What follows belongs to an exercise in optimizing a design on an open flow for small area, a short achievable clock period and few clock cycles; a production flow would make more cautious choices.
Function was checked by simulation only, so behaviour that the tests miss may differ from the original.
Power is estimated from default activity; no workload was simulated.

File: flow/run.sh
#!/bin/bash
# synth_recipe.tcl (not shown) runs the flow's synth.tcl, then flattens the netlist and writes it again
# the make line also repeats each setting of config.mk as NAME=value (left out here)
make -C /OpenROAD-flow-scripts/flow DESIGN_CONFIG=/design/flow/config.mk WORK_HOME=/design/flow/orfs CLKGATE_MAP_FILE= SYNTH_SCRIPT=/design/flow/synth_recipe.tcl finish
File: flow/config.mk
export PLATFORM = sky130hd
export DESIGN_NAME = mgm
export DESIGN_NICKNAME = mgm
export VERILOG_FILES = /design/flow/design.v
export SDC_FILE = /design/flow/constraint.sdc
export NUM_CORES = 4
export LEC_CHECK = 0
export CAP_MARGIN = 20
export CORE_MARGIN = 2
export CORE_UTILIZATION = 40
export SLEW_MARGIN = 20
File: flow/constraint.sdc
create_clock -name core_clock -period 7.5 [get_ports {clk}]
set_input_delay 1.5000 -clock core_clock [delete_from_list [all_inputs] [get_ports {clk}]]
set_output_delay 1.5000 -clock core_clock [all_outputs]
set_load 0.01 [all_outputs]
File: flow/design.v
function [3:0] S1( input [3:0] x );
  begin
    case(x)
      4'd00: S1 = 4'hC;
      4'd01: S1 = 4'h4;
      4'd02: S1 = 4'h6;
      4'd03: S1 = 4'h2;
      4'd04: S1 = 4'hA;
      4'd05: S1 = 4'h5;
      4'd06: S1 = 4'hB;
      4'd07: S1 = 4'h9;
      4'd08: S1 = 4'hE;
      4'd09: S1 = 4'h8;
      4'd10: S1 = 4'hD;
      4'd11: S1 = 4'h7;
      4'd12: S1 = 4'h0;
      4'd13: S1 = 4'h3;
      4'd14: S1 = 4'hF;
      4'd15: S1 = 4'h1;
      default: S1 = 4'hX;
    endcase
  end
endfunction
function [3:0] S2( input [3:0] x );
  begin
    case(x)
      4'd00: S2 = 4'h6;
      4'd01: S2 = 4'h8;
      4'd02: S2 = 4'h2;
      4'd03: S2 = 4'h3;
      4'd04: S2 = 4'h9;
      4'd05: S2 = 4'hA;
      4'd06: S2 = 4'h5;
      4'd07: S2 = 4'hC;
      4'd08: S2 = 4'h1;
      4'd09: S2 = 4'hE;
      4'd10: S2 = 4'h4;
      4'd11: S2 = 4'h7;
      4'd12: S2 = 4'hB;
      4'd13: S2 = 4'hD;
      4'd14: S2 = 4'h0;
      4'd15: S2 = 4'hF;
      default: S2 = 4'hX;
    endcase
  end
endfunction
function [3:0] S3( input [3:0] x );
  begin
    case(x)
      4'd00: S3 = 4'hB;
      4'd01: S3 = 4'h3;
      4'd02: S3 = 4'h5;
      4'd03: S3 = 4'h8;
      4'd04: S3 = 4'h2;
      4'd05: S3 = 4'hF;
      4'd06: S3 = 4'hA;
      4'd07: S3 = 4'hD;
      4'd08: S3 = 4'hE;
      4'd09: S3 = 4'h1;
      4'd10: S3 = 4'h7;
      4'd11: S3 = 4'h4;
      4'd12: S3 = 4'hC;
      4'd13: S3 = 4'h9;
      4'd14: S3 = 4'h6;
      4'd15: S3 = 4'h0;
      default: S3 = 4'hX;
    endcase
  end
endfunction
function [3:0] S4( input [3:0] x );
  begin
    case(x)
      4'd00: S4 = 4'hC;
      4'd01: S4 = 4'h8;
      4'd02: S4 = 4'h2;
      4'd03: S4 = 4'h1;
      4'd04: S4 = 4'hD;
      4'd05: S4 = 4'h4;
      4'd06: S4 = 4'hF;
      4'd07: S4 = 4'h6;
      4'd08: S4 = 4'h7;
      4'd09: S4 = 4'h0;
      4'd10: S4 = 4'hA;
      4'd11: S4 = 4'h5;
      4'd12: S4 = 4'h3;
      4'd13: S4 = 4'hE;
      4'd14: S4 = 4'h9;
      4'd15: S4 = 4'hB;
      default: S4 = 4'hX;
    endcase
  end
endfunction
function [3:0] S5( input [3:0] x );
  begin
    case(x)
      4'd00: S5 = 4'h7;
      4'd01: S5 = 4'hF;
      4'd02: S5 = 4'h5;
      4'd03: S5 = 4'hA;
      4'd04: S5 = 4'h8;
      4'd05: S5 = 4'h1;
      4'd06: S5 = 4'h6;
      4'd07: S5 = 4'hD;
      4'd08: S5 = 4'h0;
      4'd09: S5 = 4'h9;
      4'd10: S5 = 4'h3;
      4'd11: S5 = 4'hE;
      4'd12: S5 = 4'hB;
      4'd13: S5 = 4'h4;
      4'd14: S5 = 4'h2;
      4'd15: S5 = 4'hC;
      default: S5 = 4'hX;
    endcase
  end
endfunction
function [3:0] S6( input [3:0] x );
  begin
    case(x)
      4'd00: S6 = 4'h5;
      4'd01: S6 = 4'hD;
      4'd02: S6 = 4'hF;
      4'd03: S6 = 4'h6;
      4'd04: S6 = 4'h9;
      4'd05: S6 = 4'h2;
      4'd06: S6 = 4'hC;
      4'd07: S6 = 4'hA;
      4'd08: S6 = 4'hB;
      4'd09: S6 = 4'h7;
      4'd10: S6 = 4'h8;
      4'd11: S6 = 4'h1;
      4'd12: S6 = 4'h4;
      4'd13: S6 = 4'h3;
      4'd14: S6 = 4'hE;
      4'd15: S6 = 4'h0;
      default: S6 = 4'hX;
    endcase
  end
endfunction
function [3:0] S7( input [3:0] x );
  begin
    case(x)
      4'd00: S7 = 4'h8;
      4'd01: S7 = 4'hE;
      4'd02: S7 = 4'h2;
      4'd03: S7 = 4'h5;
      4'd04: S7 = 4'h6;
      4'd05: S7 = 4'h9;
      4'd06: S7 = 4'h1;
      4'd07: S7 = 4'hC;
      4'd08: S7 = 4'hF;
      4'd09: S7 = 4'h4;
      4'd10: S7 = 4'hB;
      4'd11: S7 = 4'h0;
      4'd12: S7 = 4'hD;
      4'd13: S7 = 4'hA;
      4'd14: S7 = 4'h3;
      4'd15: S7 = 4'h7;
      default: S7 = 4'hX;
    endcase
  end
endfunction
function [3:0] S8( input [3:0] x );
  begin
    case(x)
      4'd00: S8 = 4'h1;
      4'd01: S8 = 4'h7;
      4'd02: S8 = 4'hE;
      4'd03: S8 = 4'hD;
      4'd04: S8 = 4'h0;
      4'd05: S8 = 4'h5;
      4'd06: S8 = 4'h8;
      4'd07: S8 = 4'h3;
      4'd08: S8 = 4'h4;
      4'd09: S8 = 4'hF;
      4'd10: S8 = 4'hA;
      4'd11: S8 = 4'h6;
      4'd12: S8 = 4'h9;
      4'd13: S8 = 4'hC;
      4'd14: S8 = 4'hB;
      4'd15: S8 = 4'h2;
      default: S8 = 4'hX;
    endcase
  end
endfunction
`timescale 1ns / 100ps
module gost_28147_89 (clk, rst, mode, load, done, key, pdata, cdata);
  input  clk;     
  input  rst;     
  input  mode;    
  input  load;    
  output done;    
  input [255:0] key;    
  input  [63:0] pdata;  
  output [63:0] cdata;  
function [3:0] S1( input [3:0] x );
  begin
    case(x)
      4'd00: S1 = 4'hC;
      4'd01: S1 = 4'h4;
      4'd02: S1 = 4'h6;
      4'd03: S1 = 4'h2;
      4'd04: S1 = 4'hA;
      4'd05: S1 = 4'h5;
      4'd06: S1 = 4'hB;
      4'd07: S1 = 4'h9;
      4'd08: S1 = 4'hE;
      4'd09: S1 = 4'h8;
      4'd10: S1 = 4'hD;
      4'd11: S1 = 4'h7;
      4'd12: S1 = 4'h0;
      4'd13: S1 = 4'h3;
      4'd14: S1 = 4'hF;
      4'd15: S1 = 4'h1;
      default: S1 = 4'hX;
    endcase
  end
endfunction
function [3:0] S2( input [3:0] x );
  begin
    case(x)
      4'd00: S2 = 4'h6;
      4'd01: S2 = 4'h8;
      4'd02: S2 = 4'h2;
      4'd03: S2 = 4'h3;
      4'd04: S2 = 4'h9;
      4'd05: S2 = 4'hA;
      4'd06: S2 = 4'h5;
      4'd07: S2 = 4'hC;
      4'd08: S2 = 4'h1;
      4'd09: S2 = 4'hE;
      4'd10: S2 = 4'h4;
      4'd11: S2 = 4'h7;
      4'd12: S2 = 4'hB;
      4'd13: S2 = 4'hD;
      4'd14: S2 = 4'h0;
      4'd15: S2 = 4'hF;
      default: S2 = 4'hX;
    endcase
  end
endfunction
function [3:0] S3( input [3:0] x );
  begin
    case(x)
      4'd00: S3 = 4'hB;
      4'd01: S3 = 4'h3;
      4'd02: S3 = 4'h5;
      4'd03: S3 = 4'h8;
      4'd04: S3 = 4'h2;
      4'd05: S3 = 4'hF;
      4'd06: S3 = 4'hA;
      4'd07: S3 = 4'hD;
      4'd08: S3 = 4'hE;
      4'd09: S3 = 4'h1;
      4'd10: S3 = 4'h7;
      4'd11: S3 = 4'h4;
      4'd12: S3 = 4'hC;
      4'd13: S3 = 4'h9;
      4'd14: S3 = 4'h6;
      4'd15: S3 = 4'h0;
      default: S3 = 4'hX;
    endcase
  end
endfunction
function [3:0] S4( input [3:0] x );
  begin
    case(x)
      4'd00: S4 = 4'hC;
      4'd01: S4 = 4'h8;
      4'd02: S4 = 4'h2;
      4'd03: S4 = 4'h1;
      4'd04: S4 = 4'hD;
      4'd05: S4 = 4'h4;
      4'd06: S4 = 4'hF;
      4'd07: S4 = 4'h6;
      4'd08: S4 = 4'h7;
      4'd09: S4 = 4'h0;
      4'd10: S4 = 4'hA;
      4'd11: S4 = 4'h5;
      4'd12: S4 = 4'h3;
      4'd13: S4 = 4'hE;
      4'd14: S4 = 4'h9;
      4'd15: S4 = 4'hB;
      default: S4 = 4'hX;
    endcase
  end
endfunction
function [3:0] S5( input [3:0] x );
  begin
    case(x)
      4'd00: S5 = 4'h7;
      4'd01: S5 = 4'hF;
      4'd02: S5 = 4'h5;
      4'd03: S5 = 4'hA;
      4'd04: S5 = 4'h8;
      4'd05: S5 = 4'h1;
      4'd06: S5 = 4'h6;
      4'd07: S5 = 4'hD;
      4'd08: S5 = 4'h0;
      4'd09: S5 = 4'h9;
      4'd10: S5 = 4'h3;
      4'd11: S5 = 4'hE;
      4'd12: S5 = 4'hB;
      4'd13: S5 = 4'h4;
      4'd14: S5 = 4'h2;
      4'd15: S5 = 4'hC;
      default: S5 = 4'hX;
    endcase
  end
endfunction
function [3:0] S6( input [3:0] x );
  begin
    case(x)
      4'd00: S6 = 4'h5;
      4'd01: S6 = 4'hD;
      4'd02: S6 = 4'hF;
      4'd03: S6 = 4'h6;
      4'd04: S6 = 4'h9;
      4'd05: S6 = 4'h2;
      4'd06: S6 = 4'hC;
      4'd07: S6 = 4'hA;
      4'd08: S6 = 4'hB;
      4'd09: S6 = 4'h7;
      4'd10: S6 = 4'h8;
      4'd11: S6 = 4'h1;
      4'd12: S6 = 4'h4;
      4'd13: S6 = 4'h3;
      4'd14: S6 = 4'hE;
      4'd15: S6 = 4'h0;
      default: S6 = 4'hX;
    endcase
  end
endfunction
function [3:0] S7( input [3:0] x );
  begin
    case(x)
      4'd00: S7 = 4'h8;
      4'd01: S7 = 4'hE;
      4'd02: S7 = 4'h2;
      4'd03: S7 = 4'h5;
      4'd04: S7 = 4'h6;
      4'd05: S7 = 4'h9;
      4'd06: S7 = 4'h1;
      4'd07: S7 = 4'hC;
      4'd08: S7 = 4'hF;
      4'd09: S7 = 4'h4;
      4'd10: S7 = 4'hB;
      4'd11: S7 = 4'h0;
      4'd12: S7 = 4'hD;
      4'd13: S7 = 4'hA;
      4'd14: S7 = 4'h3;
      4'd15: S7 = 4'h7;
      default: S7 = 4'hX;
    endcase
  end
endfunction
function [3:0] S8( input [3:0] x );
  begin
    case(x)
      4'd00: S8 = 4'h1;
      4'd01: S8 = 4'h7;
      4'd02: S8 = 4'hE;
      4'd03: S8 = 4'hD;
      4'd04: S8 = 4'h0;
      4'd05: S8 = 4'h5;
      4'd06: S8 = 4'h8;
      4'd07: S8 = 4'h3;
      4'd08: S8 = 4'h4;
      4'd09: S8 = 4'hF;
      4'd10: S8 = 4'hA;
      4'd11: S8 = 4'h6;
      4'd12: S8 = 4'h9;
      4'd13: S8 = 4'hC;
      4'd14: S8 = 4'hB;
      4'd15: S8 = 4'h2;
      default: S8 = 4'hX;
    endcase
  end
endfunction
reg [4:0] i;  
always @(posedge clk)
  if(rst || load)
    i <= 5'h0;
  else  
    i <= i + 1;
wire [2:0] enc_index = (&i[4:3]) ? ~i[2:0] : i[2:0];  
wire [2:0] dec_index = (|i[4:3]) ? ~i[2:0] : i[2:0];  
wire [2:0] kindex    = mode ? dec_index : enc_index;  
wire [31:0] K [0:7];  
assign {K[0],K[1],K[2],K[3],K[4],K[5],K[6],K[7]} = key;
wire [31:0] k0,k1,k2,k3,k4,k5,k6,k7;
assign {k0,k1,k2,k3,k4,k5,k6,k7} = {K[0], K[1], K[2], K[3], K[4], K[5], K[6], K[7]};
reg   [31:0] b, a;  
wire  [31:0] state_addmod32 = a + K[kindex];   
wire [31:0] Kkindex = K[kindex];
wire  [31:0] state_sbox     = {S8(state_addmod32[31:28]),S7(state_addmod32[27:24]),S6(state_addmod32[23:20]),S5(state_addmod32[19:16]),S4(state_addmod32[15:12]),S3(state_addmod32[11:8]),S2(state_addmod32[7:4]),S1(state_addmod32[3:0])};  
wire  [31:0] state_shift11  = {state_sbox[20:0],state_sbox[31:21]};  
always @(posedge clk)
  if(rst)
    {b,a} <= {64{1'b0}};
  else if(load)
    {b,a} <= pdata;
  else   begin
    a <= b ^ state_shift11;
    b <= a;
  end
reg r_done;
always @(posedge clk)
  if(rst)
    r_done <= 1'b0;
  else
    r_done <= (&i) & ~load;
assign done  = r_done;   
assign cdata = {a,b};
endmodule
`timescale 1ns / 100ps
module mul (clk, rst, load, done, v1, v2, v);
input  clk;     
input  rst;     
input  load;    
output reg done; 
input [64-1:0] v1;
input [64-1:0] v2;
output reg [64-1:0] v;
reg [64-1:0] next_v, next_v2, v2_tmp;
reg dummy;    
reg signed [6+1:0] i, j, k, next_i;  
reg [1:0] next_state, state;   
localparam STATE_LAZY = 0;
localparam STATE_PREPARE = 1;
localparam STATE_COUNT = 2;
always @(*) begin
    next_state = STATE_LAZY;
    next_i = 0;
    next_v = v;
    next_v2 = v2;
    done = 0;
    dummy = 0;
    j = 0;
    case (state)
        STATE_LAZY: begin
            next_i = 0;
            next_v2 = v2;
            next_v = v; 
            if (load) next_state = STATE_PREPARE;
            else next_state = STATE_LAZY;             
            done = 0;            
        end
        STATE_PREPARE: begin
            next_state = STATE_COUNT;
            next_v = 64'h0;
            next_i = 0;
            next_v2 = v2;
            done = 0;
        end
        STATE_COUNT: begin 
            if (i < 64) begin
                next_i = i + 1;
                next_state = STATE_COUNT;
                done = 0;
                next_v = v;
            end else begin
                done = 1;
                next_state = STATE_LAZY;
                next_i = 0;
                next_v = v;
            end
            dummy = v[64-1];
            for (j = 64-1; j >= 1; j = j - 1) begin
                if (j == 1 | j == 3 | j == 4) begin
                    next_v[j] = v[j-1] ^ dummy ^ (v1[j] & v2_tmp[64-1]);
                end else begin
                    next_v[j] = v[j-1] ^ (v1[j] & v2_tmp[64-1]);
                end
            end
            next_v[0] = 0 ^ dummy ^ (v1[0] & v2_tmp[64-1]);
            next_v2 = v2_tmp << 1;
        end  
    endcase
end
always @(posedge clk) begin
  if(rst) begin 
    state <= STATE_LAZY;
    i <= 0; 
    v <= 64'h0;
  end else begin
    v <= next_v; 
    state <= next_state;
    i <= next_i; 
    v2_tmp <= next_v2;
  end
end
endmodule
`timescale 1ns / 100ps
module mgm(clk, rst, len_A, len_M, cmd, done, key, A, M, C, T, nonce);
    input clk;
    input rst;
    input [32-1:0] len_A; 
    input [32-1:0] len_M; 
    input [5:0] cmd;
    output reg done;
    input [256-1:0] key;
    input [64-1:0] A;
    input [64-1:0] M;  
    output reg [64-1:0] C;
    output reg [64-1:0] T;
    input [64-2:0] nonce;
wire enc_done, mul_done;
reg enc_load, mul_load;
reg [64-1:0] pdata;
wire [64-1:0] cdata;  
reg [64-1:0] v1,v2, next_v;
reg [64-1:0] v1_q, v2_q;  
wire [64-1:0] v;
gost_28147_89 enc(
    .clk(clk),
    .key(key),
    .mode(1'h0),
    .rst(rst),
    .load(enc_load),
    .done(enc_done),
    .pdata(pdata),
    .cdata(cdata)
);
mul m(
    .clk(clk), 
    .rst(rst),
    .load(mul_load),
    .done(mul_done),
    .v1(v1_q),
    .v2(v2_q),
    .v(v)
);
localparam STATE_LAZY = 1;
localparam STATE_PREPARE_1 = 2;
localparam STATE_EXTRA_1 = 3;
localparam STATE_ENCRYPT = 4;
localparam STATE_PROC_Z = 5;
localparam STATE_PROC_A = 6;
localparam STATE_FIN_PROC_Z = 7;
localparam STATE_FIN_A = 8;
localparam STATE_PREPARE_2 = 9;
localparam STATE_EXTRA_2 = 10;
localparam STATE_PROC_DOUBLE_Z = 11;
localparam STATE_PROC_Y = 12;
localparam STATE_PROC_M = 13; 
localparam STATE_FIN_PROC_DOUBLE_Z = 14;
localparam STATE_FIN_PROC_Y = 15;
localparam STATE_FIN_M = 16;
localparam STATE_LAST_PROC_Z = 17;
localparam STATE_PROC_LEN = 18;
localparam STATE_PROC_LEN_FIN = 19; 
localparam STATE_FIN = 20; 
localparam STATE_MULNXOR = 21;
reg [7-1:0] state;
reg lazy;
reg [64-1:0] tmp;  
reg [32-1:0] total_len_A; 
reg [32-1:0] total_len_M; 
reg [64-1:0] H; 
reg [64-1:0] Z;
reg [64-1:0] Y; 
reg [64-1:0] res; 
reg [7-1:0] next_state;
reg [7-1:0] state_after_encrypt;
reg [7-1:0] next_state_after_encrypt;
reg [64-1:0] next_tmp; 
reg [64-1:0] next_res;   
reg [32-1:0] next_total_len_A; 
reg [32-1:0] next_total_len_M;
reg [64-1:0] next_H; 
reg [64-1:0] next_Z;
reg [64-1:0] next_Y; 
reg [64-1:0] next_C;
reg [64-1:0] next_T;  
reg next_done; 
always @(*) begin
    next_state = state;
    next_state_after_encrypt = state_after_encrypt;
    next_tmp = tmp;
    next_res = res;
    next_total_len_A = total_len_A;
    next_total_len_M = total_len_M;
    next_H = H;
    next_Z = Z;
    next_Y = Y;
    next_C = C;
    next_T = T;
    next_done = 0;
    pdata = 64'h0;
    enc_load = 0;
    mul_load = 0;
    v1 = v1_q;
    v2 = v2_q;
    case (state)
        STATE_LAZY: begin
            case (cmd)
                0: next_state = STATE_LAZY;
                1: next_state = STATE_PREPARE_1;
                2: next_state = STATE_PROC_Z; 
                3: next_state = STATE_FIN_PROC_Z;
                4: next_state = STATE_PREPARE_2;
                5: next_state = STATE_PROC_DOUBLE_Z;  
                6: next_state = STATE_FIN_PROC_DOUBLE_Z;
                7: next_state = STATE_LAST_PROC_Z; 
            endcase       
            next_done = 0;
            next_state_after_encrypt = state_after_encrypt;
            next_C = 64'h0;
            next_T = 64'h0;
            next_tmp = tmp;            
            next_total_len_A = total_len_A; 
            next_total_len_M = total_len_M;  
            next_res = res;
            next_Z = Z;
            next_Y = Y; 
            next_H = H;   
        end
        STATE_PREPARE_1: begin 
            pdata = {1'h1,nonce};
            next_tmp = 64'h0;
            enc_load = 1;
            next_state = STATE_ENCRYPT; 
            next_state_after_encrypt = STATE_EXTRA_1;
            next_C = 64'h0;
            next_T = 64'h0;
            next_total_len_M = 0;
            next_total_len_A = 0;
            next_res = 64'h0;
            next_Z = 64'h0;
            next_Y = 64'h0; 
            next_H = 64'h0; 
            next_done = 0;
            mul_load = 0;
        end
        STATE_EXTRA_1: begin
        	next_Z = tmp;
            next_state = STATE_LAZY;
            next_C = 64'h0;
            next_T = 64'h0;
            enc_load = 1;
            next_state_after_encrypt = 0;
            next_total_len_M = 0;
            next_total_len_A = 0;
            next_res = res;
            next_tmp = tmp;  
            next_Y = 64'h0; 
            next_H = 64'h0;
            next_done = 1;
            mul_load = 0;
        end
        STATE_ENCRYPT: begin
            enc_load = 0;
            mul_load = 0;
            next_state_after_encrypt = state_after_encrypt;            
            next_C = 64'h0;
            next_T = 64'h0;           
            next_total_len_A = total_len_A; 
            next_total_len_M = total_len_M; 
            next_res = res;
            if (enc_done) begin
                next_tmp = cdata;
                next_done = done;
                next_state = state_after_encrypt; 
            end else begin
                next_state = STATE_ENCRYPT;
                next_done = 0;
                next_tmp = tmp;  
            end
            next_Z = Z;
            next_Y = Y;  
            next_H = H; 
        end
        STATE_PROC_Z: begin
        	pdata = Z; 
        	next_Z = {Z[64-1:64/2]+32'h1,Z[64/2-1:0]};
        	enc_load = 1;
            next_state = STATE_ENCRYPT;
        	next_state_after_encrypt = STATE_PROC_A;
            next_C = 64'h0;
            next_T = 64'h0;
            next_total_len_M = total_len_M;
            next_total_len_A = total_len_A; 
            next_tmp = tmp; 
            next_Y = 64'h0;  
            next_H = 64'h0; 
            next_res = res;
            next_done = 0;
            mul_load = 0;
        end
		STATE_PROC_A: begin 
            v1 = tmp;
            v2 = A;
            mul_load = 1;
        	next_res = res; 
            next_state = STATE_MULNXOR;
            next_total_len_A = total_len_A + len_A;
            next_C = 64'h0;
            next_T = 64'h0;
            enc_load = 0;
            next_state_after_encrypt = STATE_LAZY;
            next_total_len_M = 0;
            next_tmp = tmp;
            next_Z = Z;
            next_Y = 64'h0;  
            next_H = tmp; 
            next_done = 0;  
        end 
        STATE_FIN_PROC_Z: begin
            pdata = Z; 
            next_Z = {Z[64-1:64/2]+32'h1,Z[64/2-1:0]};
            enc_load = 1;
            next_state = STATE_ENCRYPT;
            next_state_after_encrypt = STATE_FIN_A; 
            next_C = 64'h0;
            next_T = 64'h0;
            next_total_len_M = total_len_M;
            next_total_len_A = total_len_A;
            next_res = res;
            next_tmp = tmp;  
            next_Y = 64'h0; 
            next_done = 0;
            mul_load = 0;
        end
        STATE_FIN_A: begin   
            v1 = tmp;
            v2 = A;
            mul_load = 1;
            next_res = res; 
            next_state = STATE_MULNXOR; 
            next_total_len_A = total_len_A + len_A;
            next_C = 64'h0;
            next_T = 64'h0;
            enc_load = 0;
            next_state_after_encrypt = STATE_LAZY;
            next_total_len_M = total_len_M;
            next_tmp = tmp;
            next_Z = Z;
            next_Y = 64'h0;  
            next_H = tmp;
            next_done = 0; 
        end
        STATE_PREPARE_2: begin 
            pdata = {1'h0,nonce};
            enc_load = 1;
            next_state = STATE_ENCRYPT;
            next_state_after_encrypt = STATE_EXTRA_2;
            next_C = 64'h0;
            next_T = 64'h0;
            next_total_len_M = total_len_M;
            next_total_len_A = total_len_A;
            next_res = res;
            next_tmp = tmp;
            next_Z = Z;
            next_Y = 64'h0;  
            next_H = 64'h0;
            next_done = 0;
            mul_load = 0;
        end
        STATE_EXTRA_2: begin
            next_Y = tmp;
            next_state = STATE_LAZY;
            next_C = 64'h0;
            next_T = 64'h0;
            enc_load = 0;
            next_state_after_encrypt = 0;
            next_total_len_M = total_len_M;
            next_total_len_A = total_len_A;
            next_res = res;
            next_tmp = tmp;
            next_Z = Z;   
            next_H = 64'h0; 
            next_done = 1;
            mul_load = 0;
        end
        STATE_PROC_DOUBLE_Z: begin 
        	pdata = Z; 
        	next_Z = {Z[64-1:64/2]+32'h1,Z[64/2-1:0]};
        	enc_load = 1;
            next_state = STATE_ENCRYPT;
        	next_state_after_encrypt = STATE_PROC_Y; 
            next_C = 64'h0;
            next_T = 64'h0;
            next_total_len_M = total_len_M;
            next_total_len_A = total_len_A;
            next_res = res;
            next_tmp = tmp; 
            next_Y = Y;  
            next_H = 64'h0;
            next_done = 0;
            mul_load = 0;
        end
        STATE_PROC_Y: begin 
            next_H = tmp;
            pdata = Y;  
            next_Y = {Y[64-1:64/2],Y[64/2-1:0]+32'h1};
            enc_load = 1;
            next_state = STATE_ENCRYPT;
            next_state_after_encrypt = STATE_PROC_M;
            next_C = 64'h0;
            next_T = 64'h0;
            next_total_len_M = total_len_M;
            next_total_len_A = total_len_A;
            next_res = res;
            next_tmp = tmp;
            next_Z = Z;  
            next_done = 0;
            mul_load = 0;
        end 
        STATE_PROC_M: begin 
            next_C = tmp ^ M;
            v1 = H;
            v2 = tmp ^ M;
            mul_load = 1;
            next_res = res;  
            next_state = STATE_MULNXOR;
            next_total_len_M = total_len_M + len_M;
            next_T = 64'h0;
            enc_load = 0;
            next_state_after_encrypt = STATE_LAZY;
            next_total_len_A = total_len_A; 
            next_Z = Z;
            next_Y = Y;  
            next_H = H;
            next_done = 0; 
        end 
        STATE_FIN_PROC_DOUBLE_Z: begin
        	pdata = Z; 
        	next_Z = {Z[64-1:64/2]+32'h1,Z[64/2-1:0]};
        	enc_load = 1;
            next_state = STATE_ENCRYPT;
        	next_state_after_encrypt = STATE_FIN_PROC_Y; 
            next_C = 64'h0;
            next_T = 64'h0;
            next_total_len_M = total_len_M;
            next_total_len_A = total_len_A;
            next_res = res;
            next_tmp = tmp; 
            next_H = H;
            next_done = 0;
            mul_load = 0;
        end
        STATE_FIN_PROC_Y: begin 
			next_H = tmp;
        	pdata = Y;  
        	next_Y = {Y[64-1:64/2],Y[64/2-1:0]+32'h1};
        	enc_load = 1;
            next_state = STATE_ENCRYPT;
        	next_state_after_encrypt = STATE_FIN_M;
            next_C = 64'h0;
            next_T = 64'h0;
            next_total_len_M = total_len_M;
            next_total_len_A = total_len_A;
            next_res = res; 
            next_Y = Y;
            next_done = 0;
            next_tmp = tmp;
            mul_load = 0;
        end
		STATE_FIN_M: begin   
			next_C = (tmp ^ M) & (~((64'h1 << (64 -len_M)) - 64'h1));
            v1 = H;
            v2 = (tmp ^ M) & (~((64'h1 << (64 -len_M)) - 64'h1));
            mul_load = 1;
        	next_res = res;  
            next_state = STATE_MULNXOR;  
            next_total_len_M = total_len_M + len_M; 
            next_T = 64'h0;   
            enc_load = 0;      
            next_state_after_encrypt = STATE_LAZY; 
            next_total_len_A = total_len_A;    
            next_tmp = tmp;
            next_Z = Z;
            next_Y = Y; 
            next_H = H; 
            next_done = 0; 
        end
        STATE_LAST_PROC_Z: begin
        	pdata = Z; 
        	next_Z = {Z[64-1:64/2]+32'h1,Z[64/2-1:0]};
        	enc_load = 1;
            next_state = STATE_ENCRYPT;
        	next_state_after_encrypt = STATE_PROC_LEN; 
            next_C = 64'h0;
            next_T = 64'h0;
            next_total_len_M = total_len_M;
            next_total_len_A = total_len_A;
            next_res = res;
            next_Z = Z;  
            next_H = H;
            next_done = 0;
            next_tmp = tmp;
            mul_load = 0;
        end
        STATE_PROC_LEN: begin
            v1 = tmp;
            v2 = {total_len_A, total_len_M}; 
            mul_load = 1;
        	enc_load = 0;
            next_state = STATE_MULNXOR;
        	next_state_after_encrypt = STATE_PROC_LEN_FIN; 
            next_C = 64'h0;
            next_T = 64'h0;
            next_total_len_M = total_len_M;
            next_total_len_A = total_len_A;
            next_res = res;
            next_tmp = tmp;
            next_Z = Z;
            next_Y = Y; 
            next_H = tmp;
            next_done = 0;
        end
        STATE_PROC_LEN_FIN: begin 
            pdata = res; 
            enc_load = 1;
            next_state = STATE_ENCRYPT;
            next_state_after_encrypt = STATE_FIN; 
            next_C = 64'h0;
            next_T = 64'h0;
            next_total_len_M = total_len_M;
            next_total_len_A = total_len_A;
            next_res = res;
            next_tmp = tmp;
            next_Z = Z;
            next_Y = Y; 
            next_H = tmp;
            next_done = 0;
            mul_load = 0;
        end
        STATE_FIN: begin
        	next_T = tmp;
            next_state = STATE_LAZY;
            next_C = 64'h0; 
            enc_load = 0;
            next_state_after_encrypt = 0;
            next_total_len_M = total_len_M;
            next_total_len_A = total_len_A;
            next_res = res;
            next_tmp = tmp;
            next_Z = Z;
            next_Y = Y; 
            next_H = H;
            next_done = 1;
            mul_load = 0;
        end
        STATE_MULNXOR: begin 
            if (mul_done) begin
                next_state = state_after_encrypt;
                next_res = res ^ v;
                if (state_after_encrypt == STATE_PROC_LEN_FIN) next_done = 0;
                else next_done = 1;
            end else begin
                next_state = STATE_MULNXOR;
                next_res = res;
                next_done = 0;
            end
            next_C = C;
            next_T = T; 
            enc_load = 0;
            mul_load = 0;
            next_state_after_encrypt = state_after_encrypt;
            next_total_len_M = total_len_M;
            next_total_len_A = total_len_A;
            next_tmp = tmp;
            next_Z = Z;
            next_Y = Y; 
            next_H = H;
        end
    endcase
end  
always @(posedge clk) begin
    if (rst) begin 
        state <= STATE_LAZY;
        done <= 0;
        state_after_encrypt <= 0; 
    end else begin
    state <= next_state;
    tmp <= next_tmp;   
    res <= next_res;
    total_len_A <= next_total_len_A;
    total_len_M <= next_total_len_M; 
    state_after_encrypt <= next_state_after_encrypt;
    Z <= next_Z;
    Y <= next_Y;
    H <= next_H;
    done <= next_done;
    C <= next_C;
    T <= next_T; 
    end
end
always @(posedge clk)
    if (mul_load) begin
        v1_q <= v1;
        v2_q <= v2;
    end
endmodule
==> results.txt <==
Synth unique cells: 83
DR WL/cell: 28.1 µm
Largest net degree at the start of global routing: 73
Hold Crit Depth: 1
Filler cells: 11000
Syn avg cell area: 10.5 µm²
Clock Latency Late Sink: 0.69 ns
Worst-path fanout max: 41
Placed Cells incl. Taps: 6683
Seq/Total Area, Yosys: 50.5%
Sw Share: 37.9%
Clock Power Share: 24.1%
Most Crowded Layer GR: met2
Hold Crit Class: reg2reg
Rows: 127
Combinational share of power: 43.0%
Fin worst setup slack: 1.03 ns
Run status: complete, no violations
Sequential share of power: 32.9%
Post-Syn Nets: 5261
P&R area growth vs syn: 24.3%
Clk slew on worst S/H paths: 0.07 ns
Setup TNS: 0 ns
CTS sink cnt: 859
Drt first-iter violations: 4816
Nets@finish: 5835
Share of layout cells above drive strength 1: 8.90%
Vias in the first global route: 38200
CTS Hold Bufs: 0
Max_cap viols: 0
Worst reg-to-reg path cell count: 20
CP Launch Type: flip-flop
Vias/cell: 5.87
Relative slew slack: 27.1%
CTS tree: built
Hold Path End: m.i[0]
Psw: 7.41 mW
Final period util: 86.3%
Die area: 123000 µm²
Via count: 40300
CTS root buffer: clkbuf_16
Dpl cell area: 56600 µm²
Resized cells post-CTS: 0
Final Hold Fails: 0
Final core utilization: 49.9%
WHS: 0.473 ns
Placement Setup Slack: 0.433 ns
Tot GR Track Use: 30.5%
Leak: 21.3 nW
Yosys warning count: 3
DRC: 0
CP endpoint kind: flip-flop
Post-synth top flop: edfxtp_1
Power Dens Cells: 327 nW/µm²
Core Footprint: 119000 µm²
Bufs on Longest Clock Path: 3
Setup-failing EPs final: 0
Die Y-Extent: 350 µm
Met1 Use GR: 37.8%
Die width: 350 µm
Reg2reg end: enc.a[10]
Worst path arrival time: 7.04 ns
Port Buffers: 647
Min-delay src: m.i[0]
R2R setup slack: 1.03 ns
Post-CTS Setup Inserts: 0
CTS Buf Count: 94
Length of the first detailed-routing pass in iterations: 8
Boundary Pins: 648
Number of synthesized flops with an enable pin: 704
Worst Skew: 0.0363 ns
M3 GR Usage: 5.80%
Max Slew Vio Count: 0
Reg2reg start: enc.i[3]
CP startpoint: enc.i[3]
DP Wirelength: 142000 µm
GR met2 Demand/Resource: 51.3%
Slew @ Worst Pin: 1.09 ns
Internal: 12.1 mW
Worst setup path class: reg2reg
Period minus WS final: 6.47 ns
Antenna-violating nets left: 0
Fin area: 59700 µm²
Multi-input logic area: 22800 µm²
Final Wtd Congestion: 0.981
Required time worst endpoint: 8.07 ns
RSZ-0062 raised after global routing: false
Tot Pwr: 19.5 mW
Initial antenna violation count: 23
First-pass GRT wire length: 271000 µm
Sequential cell area: 24200 µm²
Top achievable clock speed: 155 MHz
Asr flop ratio synth: 0%
H-tree depth reported by CTS: 3
Mapped Area: 48000 µm²
Flops & latches, synth: 859
Grt ovf: 0
Post-synthesis cell count: 4594
Max IR drop VDD: 0.213 mV
Final wirelength: 193000 µm
Final std cells w/o fill: 6868
Initial Util: 40.2%
## how the worst max path moves through the flow
| stage | end | slack [ns] | cells past startpoint |
|---|---|---|---|
| 2_1_floorplan | Y[0] | 0.60 | 3 |
| 3_3_place_gp | v2_q[18] | 0.44 | 20 |
| 3_5_place_dp | v2_q[46] | 0.43 | 19 |
| 4_1_cts | enc.a[7] | 1.11 | 22 |
| 5_1_grt | v2_q[46] | 0.67 | 19 |
| 6_report | enc.a[10] | 1.03 | 20 |
## layout by cell type (no fill, tap or decap), types with 31 or more instances in the layout
master,n
o22ai_1,34
a21o_1,43
a222oi_1,72
and3_1,105
nor2b_1,152
nand2_1,437
ha_1,143
and2_1,146
o211ai_1,31
mux2_2,133
dfxtp_1,155
a31oi_1,37
nor3_1,69
o21ai_0,235
xor2_1,108
edfxtp_1,704
clkdlybuf4s50_1,646
a21oi_1,318
xnor2_1,274
mux4_2,36
a21boi_0,61
clkbuf_16,97
nand3_1,101
buf_4,94
nor2_1,398
inv_1,86
## power by group through the flow
stage	logic [mW]	registers, mW	clock network [mW]
after CTS	8.33	6.41	4.74
after detailed placement	8.30	6.51	0
final	8.40	6.43	4.70
after global routing	9.16	6.46	4.93
after floorplan	5.51	6.38	0
after global placement	8.16	6.51	0
## state kept, by name, indices dropped and copies added, names as in the netlist
| signal | cells |
|---|---|
| done | 1 |
| C | 64 |
| H | 64 |
| state | 5 |
| m.state | 2 |
| enc.i | 5 |
| T | 64 |
| v1_q | 64 |
| m.i | 8 |
| Y | 64 |
| tmp | 64 |
| Z | 64 |
| m.v | 64 |
| v2_q | 64 |
| state_after_encrypt | 5 |
| total_len_M | 32 |
| res | 64 |
| enc.a | 32 |
| enc.b | 32 |
| total_len_A | 32 |
| enc.r_done | 1 |
| m.v2_tmp | 64 |
## layer usage
layer | up-vias | wire length (µm) | part of all wire, %
li1 | 18000 | - | -
met1 | 19700 | 73200 | 38
met2 | 2218 | 91800 | 47
met3 | 366 | 18200 | 9.4
met4 | 2 | 10000 | 5.2
met5 | - | 13 | 0.0067
## cell type report
cell class,instances,area share (%)
diodes,9,0.0377
clock buffers,131,4.42
clock inverters,44,0.719
inverters,88,0.553
multi-input cells,3383,38.2
flip-flops and latches,859,40.6
well taps,1612,3.38
repair buffers,742,12.1
## synthesized netlist by cell type, drive strengths merged, types with 10 or more instances
library cell | instances | area (µm²)
and2 | 149 | 932
o21ai | 246 | 1230
dfxtp | 155 | 3100
nand2b | 25 | 156
nor2b | 152 | 951
a21o | 43 | 323
a31oi | 37 | 231
o2111ai | 10 | 87.6
xnor2 | 277 | 2430
mux4 | 36 | 811
ha | 145 | 1810
nor2 | 409 | 1540
nand2 | 440 | 1650
mux2 | 133 | 1500
o21a | 22 | 165
or2 | 10 | 62.6
nor3 | 70 | 350
edfxtp | 704 | 21100
clkbuf | 251 | 942
inv | 88 | 330
o211ai | 31 | 233
nor4 | 29 | 203
a222oi | 72 | 721
a211o | 14 | 123
xor2 | 111 | 972
nand4 | 26 | 169
o31ai | 14 | 119
o21bai | 19 | 143
and3 | 106 | 663
a21boi | 61 | 458
a22oi | 14 | 105
or3 | 17 | 106
mux2i | 25 | 250
nand3 | 102 | 515
o22ai | 34 | 213
a21oi | 326 | 1630
buf | 13 | 53.8
a211oi | 25 | 188
a221oi | 25 | 219
## worst max-delay path, cell delays in order, from the launching register on
cell and delay, ns:
dfxtp_1 0.36, nand2_1 0.43, xor2_4 0.76, buf_12 0.30, o21ai_0 0.11, a21oi_1 0.61, o22a_1 0.30, ha_1 0.29
a21oi_1 0.14, o221ai_1 0.20, a32o_1 0.34, o21bai_1 0.26, a21o_1 0.21, a21oi_1 0.12, o2111ai_1 0.21, or3b_2 0.57
ha_1 0.33, nor2b_1 0.14, a21oi_1 0.23, a211oi_1 0.11, a211o_1 0.31
## kinds of logic after synthesis
logic type / Yosys count / synth area share (%)
adders and majority gates: 148 / 3.90
xor gates and xnor gates: 388 / 7.08
DFF: 859 / 50.5
buffers and inverters: 352 / 2.76
and+or+nand+nor: 1580 / 16.0
muxes: 194 / 5.33
AOI/OAI and AO/OA: 1073 / 14.5
Testbench counts, summed over its fixed seeds: cycles 34,228.

==> re-timing with driven ports <==
How much do the figures lean on ideal ports? The routed layout below was timed once more, with nothing changed but the port constraints.
Step 1: set_driving_cell puts a clkbuf_16 on clk and a buf_2 on each other input, an assumption about the parent block.
Step 2 also shifts input and output timing later by t, the mid clock arrival at the registers, as if the neighbouring blocks saw the same clock.
Slacks: ideal / step 1 / step 2; pairs: ideal / step 1.
shift t [ns]: 0.756
setup slack, ns: 1.031 / 1.031 / 0.388
latest minus earliest clock arrival (ns): 0.042 / 0.043
slew at the worst register clock pin (ns): 0.07 / 0.07
After both steps setup and hold are still met in this run. The setup slack of this run moves by 0.000 ns with the drivers and by -0.643 ns with both steps.
